From an optimization exercise on the open Yosys and OpenROAD flow, aimed at small area, a short achievable clock period and few clock cycles; shortcuts taken in it are not production practice. Function was checked by simulation only, so behaviour that the tests miss may differ from the original. Power figures rest on the tool's default switching activity, not on a simulated workload.

[flow/design.v]
module Controller_module (
    input working_clock,
    input reset_machine,
    input controller_change_mode,
    input key_valid,
    input [3:0]key_code,
    output key_ack,
    output reg out_valid,
    output reg out_device,
    output reg [7:0]out_char,
    output editing,
    output halted
    );
    localparam [3:0] S_PAS = 4'b1000, S_CEO = 4'b1001, S_OUP = 4'b1010, S_INP = 4'b1011,
                     S_ADD = 4'b1100, S_SUB = 4'b1101, S_ZER = 4'b1110,
                     S_MOL = 4'b0100, S_MOR = 4'b0101, S_LOL = 4'b0010, S_LOR = 4'b0011,
                     S_END = 4'b0000;
    localparam [2:0] M_EDIT = 3'd0, M_RUN = 3'd1, M_HALT = 3'd2,
                     M_FSCAN = 3'd3, M_BSCAN = 3'd4, M_LOAD0 = 3'd5, M_LOAD1 = 3'd6;
    localparam [2:0] O_ID = 3'd0, O_INC = 3'd1, O_DEC = 3'd2, O_ZER = 3'd3, O_KEY = 3'd4;
    localparam [1:0] K_NOP = 2'd0, K_OPS = 2'd1, K_END = 2'd3;
    reg [2:0] mode;
    wire run = (mode == M_RUN);
    reg [3:0] bank0 [0:31];
    reg [3:0] bank1 [0:31];
    reg [3:0] bank2 [0:31];
    reg [3:0] bank3 [0:31];   
    reg [6:0] cursor;
    reg [6:0] hw;             
    reg [3:0] kreg;           
    reg kv;
    reg [3:0] ksym;
    always @(*) begin
        case (kreg)
        4'h0: ksym = S_ZER;
        4'h1: ksym = S_INP;
        4'h2: ksym = S_OUP;
        4'h3: ksym = S_PAS;
        4'h4: ksym = S_MOL;
        4'h5: ksym = S_SUB;
        4'h6: ksym = S_LOL;
        4'h7: ksym = S_MOR;
        4'h8: ksym = S_ADD;
        4'h9: ksym = S_LOR;
        4'ha: ksym = S_CEO;
        default: ksym = S_END;
        endcase
    end
    wire we = kv && kreg <= 4'hb && cursor != 7'd127;
    always @(posedge working_clock) begin
        if (we && cursor[1:0] == 2'd0) bank0[cursor[6:2]] <= ksym;
        if (we && cursor[1:0] == 2'd1) bank1[cursor[6:2]] <= ksym;
        if (we && cursor[1:0] == 2'd2) bank2[cursor[6:2]] <= ksym;
        if (we && cursor[1:0] == 2'd3) bank3[cursor[6:2]] <= ksym;
    end
    reg [4:0] ri;
    wire [6:0] rp = {ri, 2'b00};
    wire [3:0] gr0 = (rp < hw) ? bank0[ri] : S_END;
    wire [3:0] gr1 = (rp + 7'd1 < hw) ? bank1[ri] : S_END;
    wire [3:0] gr2 = (rp + 7'd2 < hw) ? bank2[ri] : S_END;
    wire [3:0] gr3 = (rp + 7'd3 < hw) ? bank3[ri] : S_END;
    wire [15:0] grp = {gr3, gr2, gr1, gr0};
    reg [31:0] q;
    reg [4:0] g;
    reg [1:0] o;
    reg [3:0] oh;             
    wire [6:0] pc = {g, o};
    reg [3:0] w0, w1, w2, w3, w4;    
    always @(*) begin
        {w4, w3, w2, w1, w0} = ({20{oh[0]}} & q[19:0]) | ({20{oh[1]}} & q[23:4]) |
                               ({20{oh[2]}} & q[27:8]) | ({20{oh[3]}} & {S_END, q[27:12]});
    end
    function is_op(input [3:0] s);
        is_op = s[3];
    endfunction
    function is_mv(input [3:0] s);
        is_mv = !s[3] && s[2];
    endfunction
    function is_lor(input [3:0] s);
        is_lor = !s[3] && !s[2] && s[1] && s[0];
    endfunction
    function is_lol(input [3:0] s);
        is_lol = !s[3] && !s[2] && s[1] && !s[0];
    endfunction
    function [2:0] op_of(input [3:0] s);
        case (s[2:0])
        3'b100: op_of = O_INC;
        3'b101: op_of = O_DEC;
        3'b110, 3'b111: op_of = O_ZER;
        3'b011: op_of = O_KEY;
        default: op_of = O_ID;
        endcase
    endfunction
    wire [4:0] op = {is_op(w4), is_op(w3), is_op(w2), is_op(w1), is_op(w0)};
    wire [4:0] mv = {is_mv(w4), is_mv(w3), is_mv(w2), is_mv(w1), is_mv(w0)};
    wire [4:0] dr = {w4[0], w3[0], w2[0], w1[0], w0[0]};
    wire [4:0] lr = {is_lor(w4), is_lor(w3), is_lor(w2), is_lor(w1), is_lor(w0)};
    wire [4:0] ll = {is_lol(w4), is_lol(w3), is_lol(w2), is_lol(w1), is_lol(w0)};
    wire [4:0] ki = {w4[2:0] == 3'b011, w3[2:0] == 3'b011, w2[2:0] == 3'b011, w1[2:0] == 3'b011, w0[2:0] == 3'b011};
    wire [4:0] ko = {w4[2:0] == 3'b010, w3[2:0] == 3'b010, w2[2:0] == 3'b010, w1[2:0] == 3'b010, w0[2:0] == 3'b010};
    function okp(input integer i, input integer j);
        okp = !(ki[i] && ki[j]) && !(ko[i] && ko[j]);
    endfunction
    wire a2 = op[0] && op[1] && okp(0, 1);
    wire ca0 = !op[0], ca1 = op[0] && !a2, ca2 = a2;
    wire m1_0 = mv[0], m2_0 = mv[0] && mv[1] && dr[0] == dr[1];
    wire m1_1 = mv[1], m2_1 = mv[1] && mv[2] && dr[1] == dr[2];
    wire m1_2 = mv[2], m2_2 = mv[2] && mv[3] && dr[2] == dr[3];
    wire [4:0] kk;
    assign kk[0] = ca0 && !m1_0;
    assign kk[1] = (ca0 && m1_0 && !m2_0) || (ca1 && !m1_1);
    assign kk[2] = (ca0 && m2_0) || (ca1 && m1_1 && !m2_1) || (ca2 && !m1_2);
    assign kk[3] = (ca1 && m2_1) || (ca2 && m1_2 && !m2_2);
    assign kk[4] = ca2 && m2_2;
    wire [4:0] oka;
    genvar gj;
    generate for (gj = 1; gj < 5; gj = gj + 1) begin : g_oka
        assign oka[gj] = ca0 || (okp(0, gj) && (!ca2 || okp(1, gj)));
    end endgenerate
    assign oka[0] = 1'b0;
    wire [4:0] b1k, b2k;        
    generate for (gj = 0; gj < 5; gj = gj + 1) begin : g_b
        assign b1k[gj] = kk[gj] && op[gj] && oka[gj];
        if (gj < 4) begin : g_b2
            assign b2k[gj] = b1k[gj] && op[gj + 1] && oka[gj + 1] && okp(gj, gj + 1);
        end else begin : g_b2n
            assign b2k[gj] = 1'b0;
        end
    end endgenerate
    wire [4:0] e;
    assign e[0] = kk[0];
    assign e[1] = (kk[1] && !b1k[1]);
    assign e[2] = (kk[2] && !b1k[2]) || (b1k[1] && !b2k[1]);
    assign e[3] = (kk[3] && !b1k[3]) || (b1k[2] && !b2k[2]) || b2k[1];
    assign e[4] = (kk[4] && !b1k[4]) || (b1k[3] && !b2k[3]) || b2k[2];
    wire e5 = (b1k[4] && !b2k[4]) || b2k[3];     
    wire has_r = |(e & lr);
    wire has_l = |(e & ll);
    wire has_br = has_r || has_l;
    wire [5:0] lenh = {(e[4] && has_br) || e5, (e[3] && has_br) || (e[4] && !has_br),
                       (e[2] && has_br) || (e[3] && !has_br), (e[1] && has_br) || (e[2] && !has_br),
                       (e[0] && has_br) || (e[1] && !has_br), e[0] && !has_br};
    wire [3:0] a1 = op[0] ? w0 : S_PAS;
    wire [3:0] a2s = a2 ? w1 : S_PAS;
    wire [2:0] f_mv = ca0 ? {m2_0, dr[0], m1_0} : ca1 ? {m2_1, dr[1], m1_1} : {m2_2, dr[2], m1_2};
    wire [3:0] b1 = b1k[1] ? w1 : b1k[2] ? w2 : b1k[3] ? w3 : b1k[4] ? w4 : S_PAS;
    wire [3:0] b2 = b2k[1] ? w2 : b2k[2] ? w3 : b2k[3] ? w4 : S_PAS;
    wire f_end = lenh[0];
    wire [1:0] f_kind = f_end ? K_END : K_OPS;
    reg [3:0] nxh;
    reg sh;
    integer ok_, ol_;
    always @(*) begin
        nxh = 4'd0;
        sh = 1'b0;
        for (ok_ = 0; ok_ < 4; ok_ = ok_ + 1)
            for (ol_ = 0; ol_ < 6; ol_ = ol_ + 1)
                if (ok_ + ol_ <= 7) begin
                    nxh[(ok_ + ol_) % 4] = nxh[(ok_ + ol_) % 4] | (oh[ok_] & lenh[ol_]);
                    if (ok_ + ol_ >= 4) sh = sh | (oh[ok_] & lenh[ol_]);
                end
    end
    wire [2:0] osum = {sh, nxh[3] | nxh[2], nxh[3] | nxh[1]};
    wire [4:0] g1 = g + 5'd1, g2 = g + 5'd2, g3 = g + 5'd3;
    wire [38:0] qs_seq = sh ? {g1, osum[1:0], grp, q[31:16]} : {g, osum[1:0], q};
    wire [4:0] ri_seq = sh ? g3 : g2;
    wire [38:0] qs_cur = {g, o, q};
    function [4:0] comp2(input [3:0] x1, input [3:0] x2);    
        reg [1:0] s1;
        reg [2:0] d1;
        begin
            case (x1[2:0])
            3'b100: begin s1 = 2'd0; d1 = 3'd1; end
            3'b101: begin s1 = 2'd0; d1 = 3'b111; end
            3'b110, 3'b111: begin s1 = 2'd1; d1 = 3'd0; end
            3'b011: begin s1 = 2'd2; d1 = 3'd0; end
            default: begin s1 = 2'd0; d1 = 3'd0; end
            endcase
            case (x2[2:0])
            3'b100: comp2 = {s1, d1 + 3'd1};
            3'b101: comp2 = {s1, d1 - 3'd1};
            3'b110, 3'b111: comp2 = {2'd1, 3'd0};
            3'b011: comp2 = {2'd2, 3'd0};
            default: comp2 = {s1, d1};
            endcase
        end
    endfunction
    wire [4:0] f_a5 = comp2(a1, a2s);
    wire [4:0] f_b5 = comp2(b1, b2);
    wire [5:0] f_a = {f_a5[4:3], {f_a5[2], f_a5[2:0]}};
    wire [5:0] f_b = {f_b5[4:3], {f_b5[2], f_b5[2:0]}};
    wire [4:0] sinc, sdec, srst, skey;
    generate for (gj = 0; gj < 5; gj = gj + 1) begin : g_sf
        wire [3:0] sy = (gj == 0) ? w0 : (gj == 1) ? w1 : (gj == 2) ? w2 : (gj == 3) ? w3 : w4;
        assign sinc[gj] = sy[3] && sy[2:0] == 3'b100;
        assign sdec[gj] = sy[3] && sy[2:0] == 3'b101;
        assign srst[gj] = sy[3] && (sy[2:1] == 2'b11 || sy[2:0] == 3'b011);
        assign skey[gj] = sy[3] && sy[2:0] == 3'b011;
    end endgenerate
    function [9:0] pre(input integer n);
        integer i;
        reg [4:0] live;
        reg after;
        reg [1:0] sr;
        reg [2:0] ci, cd;
        begin
            after = 1'b1;
            sr = 2'd0;
            for (i = 4; i >= 0; i = i - 1) begin
                live[i] = (i < n) && after;
                if (i < n && srst[i] && after) sr = skey[i] ? 2'd2 : 2'd1;
                if (i < n && srst[i]) after = 1'b0;
            end
            ci = {2'b0, sinc[0] & live[0]} + {2'b0, sinc[1] & live[1]} + {2'b0, sinc[2] & live[2]} +
                 {2'b0, sinc[3] & live[3]} + {2'b0, sinc[4] & live[4]};
            cd = {2'b0, sdec[0] & live[0]} + {2'b0, sdec[1] & live[1]} + {2'b0, sdec[2] & live[2]} +
                 {2'b0, sdec[3] & live[3]} + {2'b0, sdec[4] & live[4]};
            pre = {sr, {1'b0, ci} - {1'b0, cd}, {1'b0, cd} - {1'b0, ci}};
        end
    endfunction
    wire [9:0] pc1_ = pre(1), pc2_ = pre(2), pc3_ = pre(3), pc4_ = pre(4), pc5_ = pre(5);
    wire [9:0] f_cx = ({10{e[1]}} & pc1_) | ({10{e[2]}} & pc2_) | ({10{e[3]}} & pc3_) |
                      ({10{e[4]}} & pc4_) | ({10{e5}} & pc5_);
    wire [5:0] f_c = f_cx[9:4];
    wire [3:0] f_cn = f_cx[3:0];
    function [7:0] neg(input [3:0] dl);
        neg = 8'd0 - {{4{dl[3]}}, dl};
    endfunction
    wire f_inp = a1 == S_INP || a2s == S_INP || b1 == S_INP || b2 == S_INP;
    wire [3:0] f_out = {b2 == S_OUP, b1 == S_OUP, a2s == S_OUP, a1 == S_OUP};
    wire f_sw_all = (a1 == S_CEO) ^ (a2s == S_CEO) ^ (b1 == S_CEO) ^ (b2 == S_CEO);
    wire f_sw_out = (a1 == S_CEO && (f_out[1] || f_out[2] || f_out[3])) ^
                    (a2s == S_CEO && (f_out[2] || f_out[3])) ^ (b1 == S_CEO && f_out[3]);
    reg [1:0] u_kind;
    reg [5:0] u_a, u_b, u_c;
    reg [7:0] u_bneg, u_cneg;
    reg [2:0] u_mv;
    reg [3:0] u_out;
    reg u_swa, u_swo, u_inp, u_br, u_lol, u_pred, u_pex;
    reg [38:0] ft;            
    reg [38:0] s0, s1;        
    reg [4:0] ft_ri, s0_ri, s1_ri;    
    reg [7:0] rem0, rem1;     
    reg [6:0] sp;             
    reg [6:0] d;              
    reg [6:0] cnt;            
    reg [15:0] pr [0:31];     
    reg [5:0] ptr;
    wire h = ptr[0];
    reg dev;
    wire [7:0] cur = h ? pr[0][15:8] : pr[0][7:0];
    wire active = run && u_kind == K_OPS;
    wire stall = active && u_inp && !key_valid;
    wire go = active && !stall;
    wire [7:0] key8 = {4'd0, key_code};
    function [7:0] apply(input [5:0] c, input [7:0] x);
        apply = ((c[5:4] == 2'd0) ? x : (c[5:4] == 2'd2) ? key8 : 8'd0) + {{4{c[3]}}, c[3:0]};
    endfunction
    reg at0, at1, at62, at63;           
    function [9:0] msel(input [2:0] mv, input hh, input a0, input a1, input a62, input a63);
        reg mr, ml, rr2, rr1, ll2, ll1, mvd;
        begin
            mr = mv[0] && mv[1];
            ml = mv[0] && !mv[1];
            rr2 = mr && mv[2] && !a62 && !a63;
            rr1 = mr && !a63 && !rr2;
            ll2 = ml && mv[2] && !a0 && !a1;
            ll1 = ml && !a0 && !ll2;
            mvd = rr2 || rr1 || ll2 || ll1;
            msel = {rr2, rr1, ll1, ll2,
                    ll2 && !hh, (ll2 && hh) || (ll1 && !hh), (!mvd && !hh) || (ll1 && hh),
                    (!mvd && hh) || (rr1 && !hh), (rr1 && hh) || (rr2 && !hh), rr2 && hh};
        end
    endfunction
    reg [9:0] u_sel;
    wire r2 = u_sel[9], r1 = u_sel[8], l1 = u_sel[7], l2 = u_sel[6];
    wire tm2 = u_sel[5], tm1 = u_sel[4], t0 = u_sel[3], t1 = u_sel[2], t2 = u_sel[1], t3 = u_sel[0];
    wire moved = !(t0 && !h) && !(t1 && h);
    wire [7:0] nb = ({8{tm2}} & pr[31][7:0]) | ({8{tm1}} & pr[31][15:8]) |
                    ({8{t0}} & pr[0][7:0]) | ({8{t1}} & pr[0][15:8]) |
                    ({8{t2}} & pr[1][7:0]) | ({8{t3}} & pr[1][15:8]);
    wire nbeq = (tm2 && pr[31][7:0] == u_bneg) || (tm1 && pr[31][15:8] == u_bneg) ||
                (t0 && pr[0][7:0] == u_bneg) || (t1 && pr[0][15:8] == u_bneg) ||
                (t2 && pr[1][7:0] == u_bneg) || (t3 && pr[1][15:8] == u_bneg);
    wire [7:0] v0 = apply(u_a, cur);
    wire [7:0] vb = apply(u_b, nb);
    wire [7:0] vc = apply(u_c, cur);
    wire [7:0] v1 = moved ? vb : vc;
    wire zb = (u_b[5:4] == 2'd0) ? nbeq : (u_b[5:4] == 2'd2) ? (key8 == u_bneg) : (u_bneg == 8'd0);
    wire zc = (u_c[5:4] == 2'd0) ? (h ? pr[0][15:8] == u_cneg : pr[0][7:0] == u_cneg) :
              (u_c[5:4] == 2'd2) ? (key8 == u_cneg) : (u_cneg == 8'd0);
    wire z1 = moved ? zb : zc;
    wire e_lol = active && u_lol;    
    wire e_push = go && u_lol && !z1;
    wire e_skip = go && u_lol && z1;
    wire e_miss = go && u_br && u_pred && z1;        
    wire e_taken = go && u_br && u_pred && !z1;
    wire e_xok = go && u_br && u_pex && z1;          
    wire e_xmiss = go && u_br && u_pex && !z1;       
    wire e_pop_u = go && u_br && !u_pred && !u_pex && z1;
    wire e_back = go && u_br && !u_pred && !u_pex && !z1;
    wire e_end = run && u_kind == K_END;
    wire e_ubr = active && u_br && !u_pred && !u_pex;
    wire e_tbr = active && u_br && u_pred;
    wire e_xbr = active && u_br && u_pex;
    wire top1 = e_lol ? (d == 7'd0) : e_xbr ? (d == 7'd2) : (d == 7'd1);
    wire top2 = e_lol ? (d == 7'd1) : e_xbr ? (d == 7'd3) : (d == 7'd2);
    wire has_top = !e_ubr && (top1 || top2);
    wire [7:0] rem_top = top1 ? rem0 : rem1;
    wire last = !e_lol && (e_tbr ? (rem_top == 8'd2) : (rem_top == 8'd1));
    wire f_pt = has_r && has_top && !last;
    wire f_pex = has_r && has_top && last;
    wire [38:0] cur_top = (d == 7'd1) ? s0 : s1;
    wire [4:0] cur_top_ri = (d == 7'd1) ? s0_ri : s1_ri;
    wire [38:0] top_eff = e_lol ? qs_cur : top1 ? s0 : s1;
    wire [4:0] top_ri = e_lol ? g2 : top1 ? s0_ri : s1_ri;
    wire [6:0] pc_m2 = pc - 7'd2;
    wire [47:0] st_norm = f_pt ? {top_eff, 4'b0001 << top_eff[33:32], top_ri}
                               : {qs_seq, nxh, ri_seq};
    wire [47:0] st_z = u_lol ? {qs_cur, oh, pc[6:2]} :
                       (u_br && u_pred) ? {ft, 4'b0001 << ft[33:32], ft_ri} : st_norm;
    wire [47:0] st_nz = (u_br && u_pex) ? {cur_top, 4'b0001 << cur_top[33:32], cur_top_ri} :
                        (u_br && !u_pred && !u_pex) ? {qs_cur, oh, pc_m2[6:2]} : st_norm;
    wire [1:0] uk_z = (u_lol || (u_br && u_pred)) ? K_NOP : f_kind;
    wire [1:0] uk_nz = (u_br && !u_pred) ? K_NOP : f_kind;
    wire [6:0] sp_p1 = sp + 7'd1, sp_m1 = sp - 7'd1;
    reg [3:0] sw;             
    always @(*) begin
        case (sp[1:0])
        2'd0: sw = gr0;
        2'd1: sw = gr1;
        2'd2: sw = gr2;
        default: sw = gr3;
        endcase
    end
    assign key_ack = key_valid && (mode == M_EDIT || (active && u_inp));
    assign editing = (mode == M_EDIT) && !kv;
    reg halted_r;
    assign halted = halted_r;
    wire end_next = run && !(e_end || e_skip || e_back || e_miss || e_xmiss) && !stall &&
                    f_kind == K_END && !(go && u_out != 4'd0);
    always @(posedge working_clock) begin
        if (!stall) begin
            u_a <= f_a; u_b <= f_b; u_c <= f_c; u_mv <= f_mv;
            u_bneg <= neg(f_b[3:0]); u_cneg <= {{4{f_cn[3]}}, f_cn};
            u_sel <= go ? msel(f_mv, ptr_n[0], ptr_n == 6'd0, ptr_n == 6'd1, ptr_n == 6'd62, ptr_n == 6'd63)
                        : msel(f_mv, h, at0, at1, at62, at63);
            u_out <= f_out; u_swa <= f_sw_all; u_swo <= f_sw_out;
            u_inp <= f_inp; u_br <= has_r; u_lol <= has_l;
            u_pred <= f_pt && mode == M_RUN;
            u_pex <= f_pex && mode == M_RUN;
            ft <= qs_seq;
            ft_ri <= ri_seq;
        end
    end
    always @(posedge working_clock) begin
        if (reset_machine) begin
            mode <= M_EDIT;
            cursor <= 7'd0;
            hw <= 7'd0;
            kv <= 1'b0;
            ptr <= 6'd0;
            {at0, at1, at62, at63} <= 4'b1000;
            dev <= 1'b0;
            out_valid <= 1'b0;
            halted_r <= 1'b0;
            d <= 7'd0;
            u_kind <= K_NOP;
            ri <= 5'd0;
        end else begin
            out_valid <= go && u_out != 4'd0;
            if (e_end || end_next) halted_r <= 1'b1;
            kv <= key_valid && mode == M_EDIT;
            kreg <= key_code;
            if (kv) begin
                if (kreg <= 4'ha) begin
                    if (cursor != 7'd127) cursor <= cursor + 7'd1;
                    if (cursor == hw && cursor != 7'd127) hw <= hw + 7'd1;
                end else if (kreg == 4'hb) begin
                    if (cursor != 7'd0) cursor <= cursor - 7'd1;
                end
            end
            if (go) begin
                ptr <= ptr_n;
                {at0, at1, at62, at63} <= {ptr_n == 6'd0, ptr_n == 6'd1, ptr_n == 6'd62, ptr_n == 6'd63};
                dev <= dev ^ u_swa;
            end
            if (e_push) begin
                d <= d + 7'd1;
                if (d == 7'd0) begin s0 <= qs_cur; s0_ri <= g2; rem0 <= v1; end
                if (d == 7'd1) begin s1 <= qs_cur; s1_ri <= g2; rem1 <= v1; end
            end
            if (e_taken || e_xmiss) begin
                if (d == 7'd1) rem0 <= rem0 - 8'd1;
                if (d == 7'd2) rem1 <= rem1 - 8'd1;
            end
            if (e_miss || e_xok || e_pop_u) d <= d - 7'd1;
            case (mode)
            M_EDIT: begin
                ri <= {4'd0, ~ri[0]};
                if (ri[0]) q[31:16] <= grp; else q[15:0] <= grp;
                g <= 5'd0;
                o <= 2'd0;
                oh <= 4'b0001;
                if (controller_change_mode) begin
                    mode <= M_RUN;
                    ri <= 5'd2;
                end
            end
            M_RUN: begin
                if (go || !stall) {g, o, q, oh, ri} <= go ? (z1 ? st_z : st_nz) : st_norm;
                if (go || !stall) u_kind <= go ? (z1 ? uk_z : uk_nz) : f_kind;
                if (e_end) mode <= M_HALT;
                if (e_skip) begin
                    mode <= M_FSCAN;
                    cnt <= 7'd0;
                    sp <= pc;
                end
                if (e_back) begin
                    mode <= M_BSCAN;
                    cnt <= 7'd0;
                    sp <= pc - 7'd2;
                end
            end
            M_FSCAN: begin
                sp <= sp + 7'd1;
                ri <= sp_p1[6:2];
                if (is_lol(sw)) cnt <= cnt + 7'd1;
                if (is_lor(sw)) begin
                    cnt <= cnt - 7'd1;
                    if (cnt == 7'd0) mode <= M_LOAD0;
                end
            end
            M_BSCAN: begin
                sp <= sp - 7'd1;
                ri <= sp_m1[6:2];
                if (is_lor(sw)) cnt <= cnt + 7'd1;
                if (is_lol(sw)) begin
                    cnt <= cnt - 7'd1;
                    if (cnt == 7'd0) begin
                        mode <= M_LOAD0;
                        sp <= sp + 7'd1;
                        ri <= sp_p1[6:2];
                    end
                end
            end
            M_LOAD0: begin
                q[15:0] <= grp;
                ri <= ri + 5'd1;
                mode <= M_LOAD1;
            end
            M_LOAD1: begin
                q[31:16] <= grp;
                g <= sp[6:2];
                o <= sp[1:0];
                oh <= 4'b0001 << sp[1:0];
                ri <= ri + 5'd1;
                mode <= M_RUN;
            end
            default: ;
            endcase
        end
        if (go && u_out != 4'd0) begin
            out_char <= u_out[0] ? cur : u_out[1] ? v0 : u_out[2] ? (moved ? nb : v0) : v1;
            out_device <= dev ^ u_swo;
        end
    end
    wire [5:0] ptr_n = r2 ? ptr + 6'd2 : r1 ? ptr + 6'd1 : l1 ? ptr - 6'd1 : l2 ? ptr - 6'd2 : ptr;
    wire wr = !reset_machine && go;
    wire rot_r = wr && (t2 || t3);
    wire rot_l = wr && (tm2 || tm1);
    wire keep = !reset_machine && !rot_r && !rot_l;
    wire [7:0] vcur = moved ? v0 : v1;
    wire [15:0] x31 = {(go && tm1) ? v1 : pr[31][15:8],
                       (go && tm2) ? v1 : pr[31][7:0]};
    wire [15:0] x0 = {!go ? pr[0][15:8] : h ? vcur : t1 ? v1 : pr[0][15:8],
                      !go ? pr[0][7:0] : !h ? vcur : t0 ? v1 : pr[0][7:0]};
    wire [15:0] x1 = {(go && t3) ? v1 : pr[1][15:8],
                      (go && t2) ? v1 : pr[1][7:0]};
    integer i;
    always @(posedge working_clock) begin
        for (i = 3; i < 30; i = i + 1)
            pr[i] <= ({16{rot_r}} & pr[i + 1]) | ({16{rot_l}} & pr[i - 1]) | ({16{keep}} & pr[i]);
        pr[30] <= ({16{rot_r}} & x31) | ({16{rot_l}} & pr[29]) | ({16{keep}} & pr[30]);
        pr[31] <= ({16{rot_r}} & x0) | ({16{rot_l}} & pr[30]) | ({16{keep}} & x31);
        pr[0] <= ({16{rot_r}} & x1) | ({16{rot_l}} & x31) | ({16{keep}} & x0);
        pr[1] <= ({16{rot_r}} & pr[2]) | ({16{rot_l}} & x0) | ({16{keep}} & x1);
        pr[2] <= ({16{rot_r}} & pr[3]) | ({16{rot_l}} & x1) | ({16{keep}} & pr[2]);
    end
endmodule
[flow/run.sh]
#!/bin/bash
# synth_recipe.tcl (not shown) runs the flow's synth.tcl, then flattens the netlist and writes it again
# the make line also repeats each setting of config.mk as NAME=value (left out here)
make -C /OpenROAD-flow-scripts/flow DESIGN_CONFIG=/design/flow/config.mk WORK_HOME=/design/flow/orfs CLKGATE_MAP_FILE= SYNTH_SCRIPT=/design/flow/synth_recipe.tcl finish
[flow/config.mk]
export PLATFORM = sky130hd
export DESIGN_NAME = Controller_module
export DESIGN_NICKNAME = Controller_module
export VERILOG_FILES = /design/flow/design.v
export SDC_FILE = /design/flow/constraint.sdc
export NUM_CORES = 4
export LEC_CHECK = 0
export ABC_AREA = 1
export ABC_CLOCK_PERIOD_IN_PS = 3000
export CAP_MARGIN = 20
export CORE_MARGIN = 2
export CORE_UTILIZATION = 40
export CTS_BUF_LIST = sky130_fd_sc_hd__clkbuf_8
export CTS_CLUSTER_SIZE = 20
export SETUP_SLACK_MARGIN = 1.0
export SLEW_MARGIN = 20
[flow/constraint.sdc]
create_clock -name core_clock -period 6.0 [get_ports {working_clock}]
set_input_delay 1.2000 -clock core_clock [delete_from_list [all_inputs] [get_ports {working_clock}]]
set_output_delay 1.2000 -clock core_clock [all_outputs]
set_load 0.01 [all_outputs]
==> reports/qor.yml, run 1 <==
status: "complete, no violations"
end_kind: "flop"
fin_crit_ps: 4810
power_leakage_nw: 25.2
worstSetupPathType: "reg -> reg"
first_iter_violations: 5552
ys_ff_latch: 1336
slowest_stage: "edfxtp_1"
synth_compound_area_share_pct: 20.3
cts.sinks: 1336
nets: 7036
seq_area_frac_synth_pct: 54.3
grt_pass1_wl_um: 289000
drt.antenna.violating_nets: 0
skew_ps: 98.6
rows: 146
setup_viol_count_final: 0
worstPathArrival_ps: 5660
routed_wirelength_um: 187000
nFillCells: 15198
relSlewSlack_pct: 21.9
clockBufferDepth: 3
grt_max_degree: 199
start_util_pct: 40.2
total_power_mw: 34.7
post-route-util_pct: 44.5
rsz0062_at_grt: "no"
synth_top_family_by_area: "compound AO/OA/AOI/OAI gates"
most-common-layout-cells: "nand2_1 (1460), edfxtp_1 (770), inv_1 (762)"
cts_buffers: 220
antenna_found_initial: 5
io_buffers: 20
netlist_area_mm2: 0.0635
critPathLaunchType: "flop"
stdcell_area_mm2: 0.0704
critPathRequiredTime_ps: 6850
syn_area_per_cell_um2: 9.11
yosysWarnings: 2
critPathMaxFanout: 11
die_h_um: 402
synth-simple-area-share_pct: 14.9
wl_per_cell_um: 20.4
area_delta_synth_final_pct: 10.9
peakVddDrop_mv: 0.837
hold_viol: 0
cts-root-buf: "clkbuf_8"
die_w_um: 402
tightest_slew_ps: 1140
cp_common_cell: "nand2_1"
placed_area_mm2: 0.0656
maxSlewViolCount: 0
ys.flop_type: "edfxtp_1"
finalCritPeriodShare_pct: 80.2
drc_errors: 0
grt_usage_pct: 22.3
synthAdderAreaFrac_pct: 2.44
synth_xor_area_share_pct: 1.08
drtPass1Iterations: 7
io_pins: 21
grt_overflow: 0
place.detailed.hpwl_um: 114000
synthMuxAreaShare_pct: 0
tritoncts: "built"
p_per_area_mw_per_mm2: 494
path_clk_slew_ps: 60
ys_types: 69
final_cells: 9169
core-area_mm2: 0.158
finalSetupTns_ps: 0
mostFrequentLayoutCell: "nand2_1"
gp_congestion: 0.919
htree_levels: 4
hold_slack_ps: 473
synth-edff-count: 770
netlist_instances: 6970
die_area_mm2: 0.162
dp.cells: 8740
timing.fmax_mhz: 208
grt_pass1_vias: 49462
clock_latency_ps: 970
post-place-ws_ps: 728
async_reset_ff_share_pct: 0
via_count: 52324
drive_above_1_share_pct: 7.89
vias_per_cell: 5.71
setup_slack_ps: 1190
cap_violations: 0
slowest_delay_ps: 600
hold_class: "reg -> reg"
[cells by family after synthesis]
family                     count (synthesis)
AOI/OAI and AO/OA                       2002
xor gates and xnor gates                  78
adders and majority gates                110
buffers and inverters                   1143
DFF                                     1336
other                                      1
and+or+nand+nor                         2300
[timing repair]
item / in CTS / in global routing
buffers inserted: 6 / 20
pin swaps: 1 / 6
setup endpoints to repair: 59 / 493
hold buffers: 0 / 0
cloned: 1 / 1
resized for setup: 6 / 23
[cell usage after synthesis (all sizes together), types with 21 or more instances]
cell type / n / area (um2)
nand3: 226 / 1170
o211ai: 117 / 883
a221oi: 36 / 315
xnor2: 25 / 219
ha: 87 / 1090
inv: 711 / 2670
nor3: 49 / 250
a211oi: 21 / 158
xor2: 53 / 464
a21oi: 365 / 1830
a32oi: 25 / 219
a22oi: 279 / 2090
fa: 23 / 460
dfxtp: 566 / 11300
clkbuf: 343 / 1290
edfxtp: 770 / 23100
nand2: 1484 / 5630
o221ai: 284 / 2490
nand4: 28 / 194
o22ai: 57 / 357
buf: 79 / 449
o21ai: 707 / 3610
o311ai: 21 / 184
nor2: 478 / 1950
[critical path, delay by kind of cell, from the launching register on]
family          cells  cell delay [ps]
compound gates      3              510
simple gates       22             2810
flops               1              600
buf+inv             5              770
[final timing paths]
| check | depth (start not counted) | endpoint | startpoint | slack, ps |
|---|---|---|---|---|
| max | 30 | flop | q[15] | 1190 |
| min | 2 | dev | dev | 470 |
| max reg2reg | 30 | flop | q[15] | 1190 |
| min reg2reg | 2 | dev | dev | 470 |
[layout make-up]
| type | instances | area [um2] | share of cell area, % |
|---|---|---|---|
| Sequential cell | 1336 | 34500 | 49.0 |
| Clock buffer | 247 | 3400 | 4.83 |
| Multi-Input combinational cell | 4494 | 24700 | 35.1 |
| Timing Repair inverter | 1 | 6.26 | 0.00889 |
| Inverter | 721 | 2770 | 3.94 |
| Timing Repair Buffer | 144 | 1440 | 2.05 |
| Tap cell | 2072 | 2590 | 3.68 |
| Antenna cell | 3 | 7.51 | 0.0107 |
| Clock inverter | 151 | 936 | 1.33 |
[flip-flops by register name, summed over array words and instances, names as in the netlist, 6 cells and up, named ones only]
signal / flops
out_char: 8
cursor: 7
bank3: 128
rem1: 8
u_sel: 10
s0: 39
q: 32
pr: 512
rem0: 8
cnt: 7
sp: 7
d: 7
bank0: 128
bank2: 128
s1: 38
bank1: 128
ptr: 6
hw: 7
ft: 38
[layer usage]
metal | part of all wire [%] | track usage (%)
met1 | 45 | 31.5
met2 | 45 | 34.3
met3 | 7.5 | 3.99
met4 | 3.0 | 7.91
met5 | 0.011 | 0
[power by group]
part | leakage [nW] | switching, mW | total, mW | internal (mW)
clock | 2.50 | 3.81 | 7.87 | 4.06
sequential | 11.8 | 0.747 | 11.8 | 11.0
combinational | 10.9 | 10.6 | 15.1 | 4.53
total | 25.2 | 15.1 | 34.7 | 19.6
Testbench counts, summed over its fixed seeds: cycles 24,921.
==> run 2, diff against run 1 <==
--- a/flow/design.v
+++ b/flow/design.v
@@ -105,11 +105,15 @@
     wire ca0 = !op[0], ca1 = op[0] && !a2, ca2 = a2;
-    wire m1_0 = mv[0], m2_0 = mv[0] && mv[1] && dr[0] == dr[1];
-    wire m1_1 = mv[1], m2_1 = mv[1] && mv[2] && dr[1] == dr[2];
-    wire m1_2 = mv[2], m2_2 = mv[2] && mv[3] && dr[2] == dr[3];
+    wire m3_0 = mv[0] && mv[1] && mv[2] && !(dr[0] == dr[1] && dr[1] == dr[2]);
+    wire m3_1 = mv[1] && mv[2] && mv[3] && !(dr[1] == dr[2] && dr[2] == dr[3]);
+    wire m3_2 = mv[2] && mv[3] && mv[4] && !(dr[2] == dr[3] && dr[3] == dr[4]);
+    wire m2_0 = mv[0] && mv[1] && !m3_0, m1_0 = mv[0] && !mv[1];
+    wire m2_1 = mv[1] && mv[2] && !m3_1, m1_1 = mv[1] && !mv[2];
+    wire m2_2 = mv[2] && mv[3] && !m3_2, m1_2 = mv[2] && !mv[3];
     wire [4:0] kk;
-    assign kk[0] = ca0 && !m1_0;
-    assign kk[1] = (ca0 && m1_0 && !m2_0) || (ca1 && !m1_1);
-    assign kk[2] = (ca0 && m2_0) || (ca1 && m1_1 && !m2_1) || (ca2 && !m1_2);
-    assign kk[3] = (ca1 && m2_1) || (ca2 && m1_2 && !m2_2);
-    assign kk[4] = ca2 && m2_2;
+    assign kk[0] = ca0 && !mv[0];
+    assign kk[1] = (ca0 && m1_0) || (ca1 && !mv[1]);
+    assign kk[2] = (ca0 && m2_0) || (ca1 && m1_1) || (ca2 && !mv[2]);
+    assign kk[3] = (ca0 && m3_0) || (ca1 && m2_1) || (ca2 && m1_2);
+    assign kk[4] = (ca1 && m3_1) || (ca2 && m2_2);
+    wire kk5 = ca2 && m3_2;      
     wire [4:0] oka;
@@ -135,3 +139,3 @@
     assign e[4] = (kk[4] && !b1k[4]) || (b1k[3] && !b2k[3]) || b2k[2];
-    wire e5 = (b1k[4] && !b2k[4]) || b2k[3];     
+    wire e5 = (b1k[4] && !b2k[4]) || b2k[3] || kk5;     
     wire has_r = |(e & lr);
@@ -144,3 +148,5 @@
     wire [3:0] a2s = a2 ? w1 : S_PAS;
-    wire [2:0] f_mv = ca0 ? {m2_0, dr[0], m1_0} : ca1 ? {m2_1, dr[1], m1_1} : {m2_2, dr[2], m1_2};
+    wire [4:0] f_mv = ca0 ? {m3_0 ? 2'd3 : m2_0 ? 2'd2 : m1_0 ? 2'd1 : 2'd0, dr[2:0]} :
+                      ca1 ? {m3_1 ? 2'd3 : m2_1 ? 2'd2 : m1_1 ? 2'd1 : 2'd0, dr[3:1]} :
+                            {m3_2 ? 2'd3 : m2_2 ? 2'd2 : m1_2 ? 2'd1 : 2'd0, dr[4:2]};
     wire [3:0] b1 = b1k[1] ? w1 : b1k[2] ? w2 : b1k[3] ? w3 : b1k[4] ? w4 : S_PAS;
@@ -236,3 +242,3 @@
     reg [7:0] u_bneg, u_cneg;
-    reg [2:0] u_mv;
+    reg [4:0] u_mv;
     reg [3:0] u_out;
@@ -259,11 +265,22 @@
     reg at0, at1, at62, at63;           
-    function [9:0] msel(input [2:0] mv, input hh, input a0, input a1, input a62, input a63);
-        reg mr, ml, rr2, rr1, ll2, ll1, mvd;
+    function [2:0] step(input [2:0] x, input rt, input a0, input a1, input a62, input a63);
         begin
-            mr = mv[0] && mv[1];
-            ml = mv[0] && !mv[1];
-            rr2 = mr && mv[2] && !a62 && !a63;
-            rr1 = mr && !a63 && !rr2;
-            ll2 = ml && mv[2] && !a0 && !a1;
-            ll1 = ml && !a0 && !ll2;
+            if (rt) step = (x == 3'd2 || (x == 3'd1 && a62) || (x == 3'd0 && a63) ||
+                            (x == 3'b111 && a62 && a63)) ? x : x + 3'd1;
+            else step = (x == 3'b110 || (x == 3'b111 && a1) || (x == 3'd0 && a0) ||
+                         (x == 3'd1 && a1 && a0)) ? x : x - 3'd1;
+        end
+    endfunction
+    function [9:0] msel(input [4:0] mv, input hh, input a0, input a1, input a62, input a63);
+        reg rr2, rr1, ll2, ll1, mvd;
+        reg [2:0] x;
+        begin
+            x = 3'd0;
+            if (mv[4:3] != 2'd0) x = step(x, mv[0], a0, a1, a62, a63);
+            if (mv[4:3] >= 2'd2) x = step(x, mv[1], a0, a1, a62, a63);
+            if (mv[4:3] == 2'd3) x = step(x, mv[2], a0, a1, a62, a63);
+            rr2 = x == 3'd2;
+            rr1 = x == 3'd1;
+            ll1 = x == 3'b111;
+            ll2 = x == 3'b110;
             mvd = rr2 || rr1 || ll2 || ll1;
@@ -274,2 +291,19 @@
     endfunction
+    wire [9:0] ms_n = msel(f_mv, 1'b0, 1'b0, 1'b0, 1'b0, 1'b0);
+    wire [9:0] ms_0 = msel(f_mv, 1'b0, 1'b1, 1'b0, 1'b0, 1'b0);
+    wire [9:0] ms_1 = msel(f_mv, 1'b0, 1'b0, 1'b1, 1'b0, 1'b0);
+    wire [9:0] ms_62 = msel(f_mv, 1'b0, 1'b0, 1'b0, 1'b1, 1'b0);
+    wire [9:0] ms_63 = msel(f_mv, 1'b0, 1'b0, 1'b0, 1'b0, 1'b1);
+    function [9:0] msel2(input hh, input a0, input a1, input a62, input a63);
+        reg [3:0] rl;     
+        reg rr2, rr1, ll1, ll2, mvd;
+        begin
+            rl = a0 ? ms_0[9:6] : a1 ? ms_1[9:6] : a62 ? ms_62[9:6] : a63 ? ms_63[9:6] : ms_n[9:6];
+            {rr2, rr1, ll1, ll2} = rl;
+            mvd = |rl;
+            msel2 = {rr2, rr1, ll1, ll2,
+                     ll2 && !hh, (ll2 && hh) || (ll1 && !hh), (!mvd && !hh) || (ll1 && hh),
+                     (!mvd && hh) || (rr1 && !hh), (rr1 && hh) || (rr2 && !hh), rr2 && hh};
+        end
+    endfunction
     reg [9:0] u_sel;
@@ -345,4 +379,4 @@
             u_bneg <= neg(f_b[3:0]); u_cneg <= {{4{f_cn[3]}}, f_cn};
-            u_sel <= go ? msel(f_mv, ptr_n[0], ptr_n == 6'd0, ptr_n == 6'd1, ptr_n == 6'd62, ptr_n == 6'd63)
-                        : msel(f_mv, h, at0, at1, at62, at63);
+            u_sel <= go ? msel2(ptr_n[0], ptr_n == 6'd0, ptr_n == 6'd1, ptr_n == 6'd62, ptr_n == 6'd63)
+                        : msel2(h, at0, at1, at62, at63);
             u_out <= f_out; u_swa <= f_sw_all; u_swo <= f_sw_out;
==> run 2 against run 1 <==
Effect of this change: still clean on timing, DRC and antenna; critical path depth shrank 8; utilization rose by 0.48 points; clock skew shrank 12 ps; register-to-register slack gained 20 ps; global-route usage is 0.40 points higher; first-iteration DRC count is 1.8% higher; routed wire length grew 3.4%; via count increased by 3.9%; critical path type unchanged.
==> reports/qor.yml, run 2 <==
peakVddDrop_mv: 0.571  # -32%
drc_errors: 0  # unchanged
status: "complete, no violations"
rows: 147  # +0.68%
yosysTopAreaCell: "edfxtp_1"
final_cells: 9604  # +4.7%
dp.cells: 9149  # +4.7%
worstPathArrival_ps: 5440  # -220 ps
ys_ff_latch: 1336  # unchanged
place.detailed.hpwl_um: 122000  # +6.5%
total_power_mw: 39.3  # +13%
grt_overflow: 0  # unchanged
hold_class: "reg -> reg"
clockBufferDepth: 3  # unchanged
synthTopCellsByCount: "nand2_1 (1478), edfxtp_1 (770), inv_1 (760)"
ys_types: 72  # +4.3%
mostFrequentLayoutCell: "nand2_1"
relSlewSlack_pct: 20.3  # -1.6 points
most-common-layout-cells: "nand2_1 (1469), inv_1 (828), edfxtp_1 (770)"
antenna_found_initial: 8  # +3
synth-edff-count: 770  # unchanged
synth_area_leaders: "edfxtp_1 (36%), dfxtp_1 (17%), nand2_1 (8.6%)"
setup_viol_count_final: 0  # unchanged
clock_latency_ps: 980  # about the same
timing.fmax_mhz: 209  # +0.44%
p_sw_share_pct: 45.9  # +2.3 points
slowest_stage: "o211ai_1"
async_reset_ff_share_pct: 0  # unchanged
finalCritPeriodShare_pct: 79.8  # -0.35 points
tightest_slew_ps: 1190  # +49.1 ps
tritoncts: "built"
io_pins: 21  # unchanged
vias_per_cell: 5.66  # -0.81%
power.internal_mw: 21.3  # +8.6%
regArea_mm2: 0.0345  # about the same
nFillCells: 15555  # +2.3%
grt_max_degree: 204  # +2.5%
cts_buffers: 222  # +0.91%
worstSetupPathType: "reg -> reg"
p_clk_share_pct: 20.3  # -2.3 points
netlist_area_mm2: 0.0649  # +2.2%
maxSlewViolCount: 0  # unchanged
grt_pass1_vias: 51354  # +3.8%
pwr-share-seq_pct: 30.2  # -3.6 points
seq_area_frac_synth_pct: 53.1  # -1.2 points
fin_crit_ps: 4790  # -21.2 ps
critPathRequiredTime_ps: 6660  # -190 ps
largest_reg_flops: 512  # unchanged
critPathLaunchType: "flop"
p_per_area_mw_per_mm2: 544  # +10%
rsz0062_at_grt: "yes"
synth.top_cell.area_share_pct: 35.6  # -0.79 points
slowest_delay_ps: 590  # about the same
via_count: 54362  # +3.9%
drive_above_1_share_pct: 8.80  # +0.91 points
post-route-util_pct: 45.0  # +0.48 points
end_kind: "flop"
drt.antenna.violating_nets: 0  # unchanged
start_util_pct: 40.4  # +0.19 points
syn_area_per_cell_um2: 8.93  # -1.9%
wl_per_cell_um: 20.2  # -1.3%
core-area_mm2: 0.161  # +1.7%
die_area_mm2: 0.165  # +2.2%
gp_congestion: 0.951  # +3.5%
switchingPower_mw: 18.1  # +19%
first_iter_violations: 5651  # +1.8%
grt_usage_pct: 22.7  # +0.40 points
drtPass1Iterations: 6  # -1
die_h_um: 407  # +1.1%
cap_violations: 0  # unchanged
cts.sinks: 1336  # unchanged
cts-root-buf: "clkbuf_8"
yosysMostFrequentCell: "nand2_1"
skew_ps: 86.2  # -12.3 ps
finalSetupTns_ps: 0  # unchanged
top_register: "pr"
ys.flop_type: "edfxtp_1"
crit_chain: "buf_4 -> buf_6 -> nand2_1 -> nand2_1 -> nor2_4 -> nand2_1 -> inv_1 -> nor3_1 -> buf_4 -> inv_1 -> nand2_2 -> inv_1 -> nand2_1 -> nor2_1 -> fa_1 -> ha_1 -> ha_1 -> inv_1 -> ha_1 -> a21oi_1 -> o21ai_0 -> o211ai_1"
area_delta_synth_final_pct: 11.5
path_clk_slew_ps: 60  # about the same
nets: 7397  # +5.1%
critPathMaxFanout: 13  # +2
combinationalPowerShare_pct: 49.5  # +6.0 points
hold_buffers: 0  # unchanged
yosysWarnings: 2  # unchanged
grt_pass1_wl_um: 298000  # +3.3%
htree_levels: 4  # unchanged
netlist_instances: 7262  # +4.2%
io_buffers: 20  # unchanged
hold_viol: 0  # unchanged
routed_wirelength_um: 194000  # +3.4%
multi_input_area_mm2: 0.0260  # +5.2%
power_leakage_nw: 26.2  # +4.1%
die_w_um: 407  # +1.1%
==> run 2: cell families (layout without fill, tap and decap cells) <==
| group | Yosys count | after routing | share of synthesized area (%) |
|---|---|---|---|
| and+or+nand+nor | 2377 | 2379 | 15.1 |
| xor gates and xnor gates | 74 | 74 | 0.999 |
| AOI/OAI and AO/OA | 2130 | 2130 | 20.8 |
| DFF | 1336 | 1336 | 53.1 |
| other | 1 | 8 | 0.00578 |
| buffers and inverters | 1214 | 1387 | 7.22 |
| muxes | 1 | 1 | 0.0154 |
| adders and majority gates | 129 | 129 | 2.75 |
==> run 2: worst max-delay path: cells and delay by family (launching register included) <==
| family | cells | cell delay, ps |
|---|---|---|
| adders and majority gates | 4 | 1280 |
| AOI/OAI and AO/OA | 3 | 820 |
| DFF | 1 | 370 |
| buffers and inverters | 7 | 1000 |
| and+or+nand+nor | 8 | 990 |
==> run 2: repair_timing <==
action,CTS,global route
setup buffers,7,38
cloned,0,2
pin swaps,0,16
setup endpoints to repair,51,90
resized for setup,1,45
==> run 2: area by class of cell <==
cell class | count | area share (%)
Timing Repair Buffer | 189 | 2.37
Clock inverter | 158 | 1.40
Inverter | 794 | 4.17
Tap cell | 2160 | 3.74
Multi-Input combinational cell | 4717 | 36.0
Clock buffer | 246 | 4.68
Antenna cell | 4 | 0.0138
Sequential cell | 1336 | 47.7
==> run 2: worst paths after layout <==
path,start,to,slack (ps),cells after the start
max,oh[2],u_cneg[3],1210,22
min,dev,dev,470,1
max reg2reg,oh[2],u_cneg[3],1210,22
min reg2reg,dev,dev,470,1
==> run 2: per-layer routing <==
metal  GRT usage, %  routed length [um]
met1           32.1               86300
met2           35.2               86800
met3           3.41               14200
met4           8.15                6420
met5              0                  12
==> run 2: stage by stage <==
step | setup WS, ps | cell area, um2 | hold WS [ps]
6_report | 1210 | 72300 | 468
5_1_grt | 940 | 72300 | 482
4_1_cts | 1010 | 71800 | 465
3_5_place_dp | 814 | 67400 | 461
3_3_place_gp | 863 | 67400 | 457
2_1_floorplan | 1080 | 64900 | 441
==> run 2: power groups by stage <==
stage | clock, mW | sequential, mW | combinational, mW
after floorplan | 0 | 11.6 | 12.8
after global placement | 0 | 12.1 | 17.5
after detailed placement | 0 | 12.1 | 17.6
after CTS | 8.16 | 11.9 | 17.8
after global routing | 8.55 | 11.9 | 21.4
final | 7.98 | 11.9 | 19.5
Testbench counts of run 2, summed over its fixed seeds: cycles 24,079.
==> run 3, diff against run 2 <==
--- a/flow/config.mk
+++ b/flow/config.mk
@@ -14,3 +14,3 @@
 export CTS_CLUSTER_SIZE = 20
-export SETUP_SLACK_MARGIN = 1.0
+export SETUP_SLACK_MARGIN = 1.3
 export SLEW_MARGIN = 20
==> run 3 against run 2 <==
Effect of this change: still clean on timing, DRC and antenna; flip-flop and latch count is the same; maximum frequency grew 4.0%; clock skew shrank 3.3 ps; synthesized cell count is the same; clock power grew 2%; worst setup slack gained 180 ps; sequential share of layout area shrank 0.75 points; combinational power grew 12%; critical path type unchanged; largest power group unchanged.
==> reports/qor.yml, run 3 <==
relSlewSlack_pct: 28.8  # +8.5 points
netlist_area_mm2: 0.0649  # unchanged
dp.cells: 9146  # -0.033%
worst-path-buf-inv: 8  # +1
core-area_mm2: 0.161  # unchanged
setup_slack_ps: 1400  # +185 ps
synth-edff-count: 770  # unchanged
start_util_pct: 40.4  # unchanged
yosysWarnings: 2  # unchanged
io_buffers: 20  # unchanged
post-route-util_pct: 45.7  # +0.73 points
setup_viol_count_final: 0  # unchanged
io_pins: 21  # unchanged
vias_per_cell: 5.63  # -0.51%
via_count: 54402  # +0.074%
timing.fmax_mhz: 217  # +4.0%
largest_reg_flops: 512  # unchanged
die_area_mm2: 0.165  # unchanged
die_w_um: 407  # unchanged
rsz0062_at_grt: "yes"
yosysMostFrequentCell: "nand2_1"
area_delta_synth_final_pct: 13.3
cp_common_cell: "nand2_2"
fin_crit_ps: 4600  # -185 ps
critPathMaxFanout: 7  # -6
cp_top_family: "simple AND/OR/NAND/NOR gates"
finalCritPeriodShare_pct: 76.7  # -3.1 points
clock_latency_ps: 970  # about the same
cts.sinks: 1336  # unchanged
path_clk_slew_ps: 60  # about the same
placed_area_mm2: 0.0673  # -0.14%
stdcell_area_mm2: 0.0735  # +1.6%
grt_overflow: 0  # unchanged
synthTopCellsByCount: "nand2_1 (1478), edfxtp_1 (770), inv_1 (760)"
antenna_found_initial: 4  # -4
tritoncts: "built"
critPathLaunchType: "flop"
gp_congestion: 0.926  # -2.6%
rrSetupSlack_ps: 1400  # +180 ps
drtPass1Iterations: 6  # unchanged
rows: 147  # unchanged
hold_viol: 0  # unchanged
status: "complete, no violations"
critPathRequiredTime_ps: 6650  # about the same
worstSetupPathType: "reg -> reg"
cts-root-buf: "clkbuf_8"
synth.top_cell.area_share_pct: 35.6  # unchanged
hold_slack_ps: 470  # +1.99 ps
yosysTopAreaCell: "edfxtp_1"
first_iter_violations: 5393  # -4.6%
htree_levels: 4  # unchanged
nFillCells: 15493  # -0.40%
worstPathArrival_ps: 5250  # -190 ps
netlist_instances: 7262  # unchanged
drive_above_1_share_pct: 10.9  # +2.1 points
skew_ps: 82.9  # -3.34 ps
grt_pass1_vias: 51343  # -0.021%
cap_violations: 0  # unchanged
grt_max_degree: 202  # -0.98%
peakVddDrop_mv: 0.693  # +21%
tightest_slew_ps: 1060  # -127 ps
syn_area_per_cell_um2: 8.93  # unchanged
final_cells: 9660  # +0.58%
hold_class: "reg -> reg"
most-common-layout-cells: "nand2_1 (1441), inv_1 (811), edfxtp_1 (770)"
ys_types: 72  # unchanged
post-place-ws_ps: 685  # -129 ps
total_power_mw: 41.8  # +6.4%
nets: 7450  # +0.72%
routed_wirelength_um: 197000  # +1.6%
clockBufferDepth: 3  # unchanged
maxSlewViolCount: 0  # unchanged
seq_area_frac_synth_pct: 53.1  # unchanged
p_per_area_mw_per_mm2: 569  # +4.7%
async_reset_ff_share_pct: 0  # unchanged
slowest_stage: "edfxtp_1"
slowest_delay_ps: 400  # -190 ps
power_leakage_nw: 26.7  # +1.7%
ys.flop_type: "edfxtp_1"
synth_area_leaders: "edfxtp_1 (36%), dfxtp_1 (17%), nand2_1 (8.6%)"
finalSetupTns_ps: 0  # unchanged
top_register: "pr"
grt_usage_pct: 22.9  # +0.17 points
die_h_um: 407  # unchanged
end_kind: "flop"
place.detailed.hpwl_um: 122000  # +0.12%
ys_ff_latch: 1336  # unchanged
cts_buffers: 223  # +0.45%
drc_errors: 0  # unchanged
grt_pass1_wl_um: 300000  # +0.47%
mostFrequentLayoutCell: "nand2_1"
drt.antenna.violating_nets: 0  # unchanged
wl_per_cell_um: 20.4  # +1.0%
-- run 3: cell families (layout without fill, tap and decap cells) --
kind of cell             after synthesis  count (layout)  share of synthesized area, %
AND/OR/NAND/NOR                     2377            2380                          15.1
AO/OA/AOI/OAI                       2130            2130                          20.8
flip-flops                          1336            1336                          53.1
buffers and inverters               1214            1442                          7.22
adder cells (fa/ha/maj)              129             129                          2.75
XOR/XNOR                              74              74                         0.999
other                                  1               8                       0.00578
multiplexers                           1               1                        0.0154
-- run 3: path summary, 6_finish.rpt --
kind / start / to / cells past startpoint
setup / recovery: oh[0] / u_sel[3] / 35
hold / removal: pr[15][1] / pr[16][1] / 2
setup reg to reg: oh[0] / u_sel[3] / 35
hold reg to reg: pr[15][1] / pr[16][1] / 2
-- run 3: per-layer routing --
layer | vias up | global-route usage (%) | wire (um)
li1 | 25710 | - | -
met1 | 26196 | 31.9 | 86900
met2 | 2100 | 35.9 | 89700
met3 | 394 | 3.89 | 14200
met4 | 2 | 7.54 | 6050
met5 | - | 0 | 14
-- run 3: layout make-up --
cell class / count / area [um2] / area share [%]
Inverter: 794 / 3060 / 4.17
Sequential cell: 1336 / 34500 / 46.9
Antenna cell: 4 / 10.0 / 0.0136
Clock buffer: 247 / 3400 / 4.62
Timing Repair Buffer: 240 / 2230 / 3.04
Tap cell: 2160 / 2700 / 3.68
Clock inverter: 161 / 1100 / 1.49
Multi-Input combinational cell: 4718 / 26500 / 36.1
-- run 3: what timing repair did --
| action | in CTS | in global routing |
|---|---|---|
| endpoints found under the hold margin | 0 | 0 |
| gates resized for setup | 45 | 167 |
| setup endpoints to repair | 138 | 388 |
| pin swaps | 13 | 58 |
| gates cloned | 1 | 4 |
| buffers inserted | 31 | 66 |
| hold buffers | 0 | 0 |
-- run 3: power breakdown --
group	switching [mW]	internal [mW]	leakage (nW)	total (mW)
Sequential	0.769	11.0	11.8	11.8
Combinational	14.5	7.38	12.3	21.9
Clock	3.87	4.29	2.57	8.16
-- run 3: worst reg2reg max path, delay by kind of cell (launching register included) --
family | cells | cell delay (ps)
AO/OA/AOI/OAI | 3 | 440
adder cells (fa/ha/maj) | 2 | 330
buffers and inverters | 8 | 980
flip-flops | 1 | 400
AND/OR/NAND/NOR | 22 | 2130
==> run 4, diff against run 3 <==
--- a/flow/config.mk
+++ b/flow/config.mk
@@ -14,3 +14,3 @@
 export CTS_CLUSTER_SIZE = 20
-export SETUP_SLACK_MARGIN = 1.3
+export SETUP_SLACK_MARGIN = 1.6
 export SLEW_MARGIN = 20
==> run 4 against run 3 <==
Effect of this change: cell count grew 0.80%; flip-flop and latch count unchanged; power up 6.7%; register-to-register slack gained 120 ps; utilization up 0.90 points; synthesized area is the same; clock-buffer cell count did not move.
==> reports/qor.yml, run 4 <==
status: "complete, no violations"
synth-edff-count: 770  # unchanged
synthAdderAreaFrac_pct: 2.75  # unchanged
maxSlewViolCount: 0  # unchanged
largest_reg_flops: 512  # unchanged
area_delta_synth_final_pct: 15.6
via_count: 55075  # +1.2%
fin_crit_ps: 4480  # -122 ps
cts.sinks: 1336  # unchanged
drive_above_1_share_pct: 13.7  # +2.9 points
grt_overflow: 0  # unchanged
finalCritPeriodShare_pct: 74.7  # -2.0 points
dp.cells: 9146  # unchanged
combinationalPowerShare_pct: 55.3  # +3.0 points
post-place-ws_ps: 685  # unchanged
drt.antenna.violating_nets: 0  # unchanged
synth_compound_area_share_pct: 20.8  # unchanged
async_reset_ff_share_pct: 0  # unchanged
cap_violations: 0  # unchanged
grt_pass1_vias: 51729  # +0.75%
ys_ff_latch: 1336  # unchanged
yosysMostFrequentCell: "nand2_1"
mostFrequentLayoutCell: "nand2_1"
io_pins: 21  # unchanged
p_per_area_mw_per_mm2: 595  # +4.6%
antenna_found_initial: 4  # unchanged
most-common-layout-cells: "nand2_1 (1398), inv_1 (791), edfxtp_1 (770)"
p_clk_share_pct: 18.3  # -1.2 points
worstSetupPathType: "reg -> reg"
setup_viol_count_final: 0  # unchanged
ys.flop_type: "edfxtp_1"
critPathRequiredTime_ps: 6770  # +120 ps
peakVddDrop_mv: 0.791  # +14%
clock_latency_ps: 980  # about the same
hold_class: "reg -> reg"
path_clk_slew_ps: 70  # about the same
first_iter_violations: 5450  # +1.1%
relSlewSlack_pct: 28.9  # +0.11 points
drc_errors: 0  # unchanged
io_buffers: 20  # unchanged
pwr-share-seq_pct: 26.4  # -1.8 points
rsz0062_at_grt: "yes"
clockBufferDepth: 3  # unchanged
start_util_pct: 40.4  # unchanged
cp_common_cell: "buf_4"
synthMuxAreaShare_pct: 0.0154  # unchanged
routed_wirelength_um: 201000  # +2.1%
htree_levels: 4  # unchanged
critPathLaunchType: "flop"
drtPass1Iterations: 6  # unchanged
gp_congestion: 0.926  # unchanged
synth_xor_area_share_pct: 0.999  # unchanged
slowest_delay_ps: 410  # about the same
seq_area_frac_synth_pct: 53.1  # unchanged
die_w_um: 407  # unchanged
yosysWarnings: 2  # unchanged
stdcell_area_mm2: 0.0750  # +2.0%
tritoncts: "built"
place.detailed.hpwl_um: 122000  # unchanged
hold_slack_ps: 472  # +1.82 ps
hold_buffers: 0  # unchanged
regArea_mm2: 0.0345  # about the same
ys_types: 72  # unchanged
end_kind: "flop"
die_h_um: 407  # unchanged
tightest_slew_ps: 1070  # +2.29 ps
vias_per_cell: 5.66  # +0.44%
skew_ps: 79.4  # -3.49 ps
final_cells: 9737  # +0.80%
netlist_instances: 7262  # unchanged
critPathMaxFanout: 6  # -1
hold_viol: 0  # unchanged
nets: 7528  # +1.0%
core-area_mm2: 0.161  # unchanged
setup_slack_ps: 1520  # +122 ps
grt_usage_pct: 23.1  # +0.25 points
netlist_area_mm2: 0.0649  # unchanged
grt_pass1_wl_um: 303000  # +1.0%
nFillCells: 15327  # -1.1%
top_register: "pr"
cts-root-buf: "clkbuf_8"
rows: 147  # unchanged
syn_area_per_cell_um2: 8.93  # unchanged
grt_max_degree: 202  # unchanged
yosysTopAreaCell: "edfxtp_1"
synth_area_leaders: "edfxtp_1 (36%), dfxtp_1 (17%), nand2_1 (8.6%)"
worstPathArrival_ps: 5260  # about the same
power.internal_mw: 24.1  # +6.3%
rrSetupSlack_ps: 1520  # +120 ps
multi_input_area_mm2: 0.0272  # +2.6%
cts_buffers: 223  # unchanged
timing.fmax_mhz: 223  # +2.7%
power_leakage_nw: 27.2  # +2.1%
placed_area_mm2: 0.0673  # unchanged
switchingPower_mw: 20.5  # +7.1%
die_area_mm2: 0.165  # unchanged
slowest_stage: "edfxtp_1"
synth-simple-area-share_pct: 15.1  # unchanged
wl_per_cell_um: 20.6  # +1.3%
synthTopCellsByCount: "nand2_1 (1478), edfxtp_1 (770), inv_1 (760)"
synth.top_cell.area_share_pct: 35.6  # unchanged
finalSetupTns_ps: 0  # unchanged
synth_top_family_by_area: "compound AO/OA/AOI/OAI gates"
p_sw_share_pct: 45.9  # +0.21 points
-- run 4: cell count changes in the layout (fill, tap and decap cells not counted), sizes merged --
cell      previous run  this run
buf                217       292
inv                864       860
clkinv              71        74
clkinvlp             9        11
nand2             1502      1504
diode                4         3
-- run 4: cell type report --
type	instances	share of cell area, %
timing repair buffer	315	3.93
timing repair inverter	1	0.0150
inverter	794	4.15
multi-input combinational	4720	36.3
clock buffer	247	4.53
clock inverter	161	1.47
antenna	3	0.0100
tap	2160	3.60
sequential	1336	46.0
-- run 4: power by group through the flow --
stage | clock (mW) | sequential [mW] | combinational (mW)
floorplan | 0 | 11.6 | 12.8
global placement | 0 | 12.1 | 17.5
finish | 8.16 | 11.8 | 24.7
global route | 8.73 | 11.8 | 26.5
detailed placement | 0 | 12.1 | 17.6
CTS | 8.34 | 11.8 | 20.2
-- run 4: layer usage --
metal | track usage [%] | share of wire [%] | vias to the layer above
li1 | - | - | 25880
met1 | 32.2 | 44 | 26684
met2 | 36.2 | 46 | 2110
met3 | 4.01 | 7.4 | 399
met4 | 8.04 | 3.1 | 2
met5 | 0 | 0.0065 | -
-- run 4: timing repair --
| item | CTS | global route |
|---|---|---|
| endpoints found under the setup margin | 305 | 554 |
| pin swaps | 34 | 120 |
| buffers inserted | 72 | 97 |
| gates cloned | 3 | 8 |
| resized for setup | 134 | 330 |
-- run 4: path summary, 6_finish.rpt --
path,to,depth (start not counted),startpoint
worst max-delay path,u_sel[3],31,oh[0]
worst min-delay path,pr[16][1],2,pr[15][1]
worst max register to register,u_sel[3],31,oh[0]
worst min register to register,pr[16][1],2,pr[15][1]
-- run 4: cells by family (layout without fill, tap and decap cells) --
group / after synthesis / in the layout
multiplexers: 1 / 1
AO/OA/AOI/OAI: 2130 / 2130
other: 1 / 7
XOR/XNOR: 74 / 74
flip-flops: 1336 / 1336
AND/OR/NAND/NOR: 2377 / 2382
adder cells (fa/ha/maj): 129 / 129
buffers and inverters: 1214 / 1518
-- run 4: stage by stage --
step,utilization [%],total power [mW]
2_1_floorplan,-,24.4
3_3_place_gp,41.9,29.6
3_5_place_dp,41.9,29.7
4_1_cts,45.4,40.4
5_1_grt,46.6,47.1
6_report,46.6,44.6
-- run 4: worst max-delay path: cells and delay by family, from the launching register on --
kind	cells	cell delay (ps)
adders and majority gates	1	230
AOI/OAI and AO/OA	4	560
DFF	1	410
and+or+nand+nor	16	1810
buffers and inverters	10	1260
==> run 5, diff against run 4 <==
--- a/flow/config.mk
+++ b/flow/config.mk
@@ -14,3 +14,3 @@
 export CTS_CLUSTER_SIZE = 20
-export SETUP_SLACK_MARGIN = 1.6
+export SETUP_SLACK_MARGIN = 2.0
 export SLEW_MARGIN = 20
==> run 5 against run 4 <==
Effect of this change: still clean on timing, DRC and antenna; combinational power rose by 12%; clock-buffer cell count did not move; die area did not move; sequential share of layout area fell by 1.1 points; utilization rose by 1.1 points; register-to-register slack improved by 70 ps; maximum frequency rose by 1.5%; synthesized area did not move; cell count rose by 1.2%; global-route usage rose by 0.85 points; critical path type unchanged.
==> reports/qor.yml, run 5 <==
p_per_area_mw_per_mm2: 617  # +3.6%
most-common-layout-cells: "nand2_1 (1366), inv_1 (771), edfxtp_1 (770)"
combinationalPowerShare_pct: 58.5  # +3.2 points
rows: 147  # unchanged
grt_usage_pct: 24.0  # +0.85 points
p_clk_share_pct: 16.6  # -1.7 points
cp.depth: 32  # +3.2%
syn_area_per_cell_um2: 8.93  # unchanged
p_sw_share_pct: 45.9  # about the same
drtPass1Iterations: 8  # +2
reg2regPathDepth: 32  # +3.2%
die_h_um: 407  # unchanged
async_reset_ff_share_pct: 0  # unchanged
finalSetupTns_ps: 0  # unchanged
power.internal_mw: 25.6  # +6.0%
worstPathArrival_ps: 5070  # -190 ps
path_clk_slew_ps: 60  # about the same
antenna_found_initial: 9  # +5
ys.flop_type: "edfxtp_1"
cts-root-buf: "clkbuf_8"
maxSlewViolCount: 0  # unchanged
drt.antenna.violating_nets: 0  # unchanged
worstSetupPathType: "reg -> reg"
slowest_delay_ps: 430  # +20 ps
core-area_mm2: 0.161  # unchanged
nFillCells: 15119  # -1.4%
grt_pass1_vias: 53985  # +4.4%
tritoncts: "built"
via_count: 56206  # +2.1%
hold_viol: 0  # unchanged
gp_congestion: 0.953  # +2.9%
yosysMostFrequentCell: "nand2_1"
synthTopCellsByCount: "nand2_1 (1478), edfxtp_1 (770), inv_1 (760)"
drive_above_1_share_pct: 16.4  # +2.7 points
netlist_instances: 7262  # unchanged
mostFrequentLayoutCell: "nand2_1"
drc_errors: 0  # unchanged
first_iter_violations: 5805  # +6.5%
vias_per_cell: 5.70  # +0.82%
largest_reg_flops: 512  # unchanged
cts.sinks: 1336  # unchanged
holdPathStages: 2  # unchanged
status: "complete, no violations"
netlist_area_mm2: 0.0649  # unchanged
ys_ff_latch: 1336  # unchanged
htree_levels: 4  # unchanged
io_buffers: 20  # unchanged
clock_latency_ps: 980  # about the same
grt_max_degree: 166  # -18%
fin_crit_ps: 4420  # -66.0 ps
switchingPower_mw: 21.7  # +6.1%
critPathLaunchType: "flop"
die_area_mm2: 0.165  # unchanged
top_register: "pr"
nets: 7636  # +1.4%
clockBufferDepth: 3  # unchanged
ys_types: 72  # unchanged
cp_top_family: "simple AND/OR/NAND/NOR gates"
routed_wirelength_um: 204000  # +1.8%
hold_class: "reg -> reg"
timing.fmax_mhz: 226  # +1.5%
place.detailed.hpwl_um: 121000  # -0.52%
peakVddDrop_mv: 0.605  # -23%
synth_area_leaders: "edfxtp_1 (36%), dfxtp_1 (17%), nand2_1 (8.6%)"
die_w_um: 407  # unchanged
critPathMaxFanout: 8  # +2
yosysWarnings: 2  # unchanged
cap_violations: 0  # unchanged
skew_ps: 99.1  # +19.6 ps
cts_buffers: 221  # -0.90%
finalCritPeriodShare_pct: 73.6  # -1.1 points
area_delta_synth_final_pct: 18.3
end_kind: "flop"
synth-edff-count: 770  # unchanged
rrSetupSlack_ps: 1580  # +70 ps
setup_viol_count_final: 0  # unchanged
power_leakage_nw: 28.0  # +2.7%
pwr-share-seq_pct: 24.9  # -1.5 points
relSlewSlack_pct: 24.9  # -4.0 points
wl_per_cell_um: 20.7  # +0.54%
slowest_stage: "edfxtp_1"
grt_overflow: 0  # unchanged
post-place-ws_ps: 730  # +44.3 ps
synth.top_cell.area_share_pct: 35.6  # unchanged
seq_area_frac_synth_pct: 53.1  # unchanged
critPathRequiredTime_ps: 6650  # -120 ps
start_util_pct: 40.4  # unchanged
setup_slack_ps: 1580  # +66.0 ps
worst-path-buf-inv: 10  # unchanged
yosysTopAreaCell: "edfxtp_1"
grt_pass1_wl_um: 313000  # +3.3%
rsz0062_at_grt: "yes"
tightest_slew_ps: 1120  # +56.0 ps
io_pins: 21  # unchanged
-- run 5: cells by family (layout without fill, tap and decap cells) --
| kind of cell | Yosys count | after routing | share of synthesized area, % |
|---|---|---|---|
| compound gates | 2130 | 2130 | 20.8 |
| xor+xnor | 74 | 74 | 0.999 |
| fa+ha+maj | 129 | 129 | 2.75 |
| buf+inv | 1214 | 1631 | 7.22 |
| flops | 1336 | 1336 | 53.1 |
| mux | 1 | 1 | 0.0154 |
| other cells | 1 | 10 | 0.00578 |
| simple gates | 2377 | 2385 | 15.1 |
-- run 5: layer usage --
| metal | GRT usage (%) | share of wire (%) |
|---|---|---|
| met1 | 32.6 | 43 |
| met2 | 38.1 | 46 |
| met3 | 4.14 | 7.7 |
| met4 | 9.08 | 3.5 |
| met5 | 0 | 0.0064 |
-- run 5: final timing paths --
path,startpoint,endpoint
worst min-delay path,pr[8][2],pr[9][2]
worst max-delay path,oh[1],u_sel[6]
worst max register to register,oh[1],u_sel[6]
worst min register to register,pr[8][2],pr[9][2]
-- run 5: layout make-up --
type	instances	area [um2]	area share, %
flip-flops and latches	1336	34500	44.9
multi-input cells	4723	27900	36.3
repair buffers	418	4110	5.35
clock buffers	247	3400	4.43
inverters	794	3180	4.14
well taps	2160	2700	3.52
clock inverters	167	941	1.23
repair inverters	5	40.0	0.0522
diodes	6	15.0	0.0196
-- run 5: timing repair --
item / 4_1_cts / 5_1_grt
setup buffers: 186 / 81
cloned: 17 / 5
endpoints found under the setup margin: 761 / 784
pin swaps: 130 / 124
gates resized for setup: 471 / 251
hold buffers: 0 / 0
-- run 5: metrics by stage --
step,hold slack [ps],cell area (um2),power (mW),cells,utilization [%]
floorplan,441,64900,24.4,7265,-
global placement,456,67300,29.4,9147,41.9
detailed placement,464,67300,29.6,9147,41.9
CTS,453,75100,44.1,9764,46.7
global route,471,76800,49.8,9854,47.8
finish,452,76800,47.3,9856,47.8
-- run 5: tightest hold or removal path: cells and delay by family (launching register included) --
| kind | cells | cell delay, ps |
|---|---|---|
| flip-flops | 1 | 330 |
| AO/OA/AOI/OAI | 2 | 130 |
-- run 5: power groups by stage --
stage	Clock (mW)	Combinational (mW)	Sequential (mW)
global placement	0	17.3	12.1
global route	8.44	29.6	11.8
CTS	8.02	24.3	11.8
floorplan	0	12.8	11.6
finish	7.86	27.7	11.8
detailed placement	0	17.5	12.1
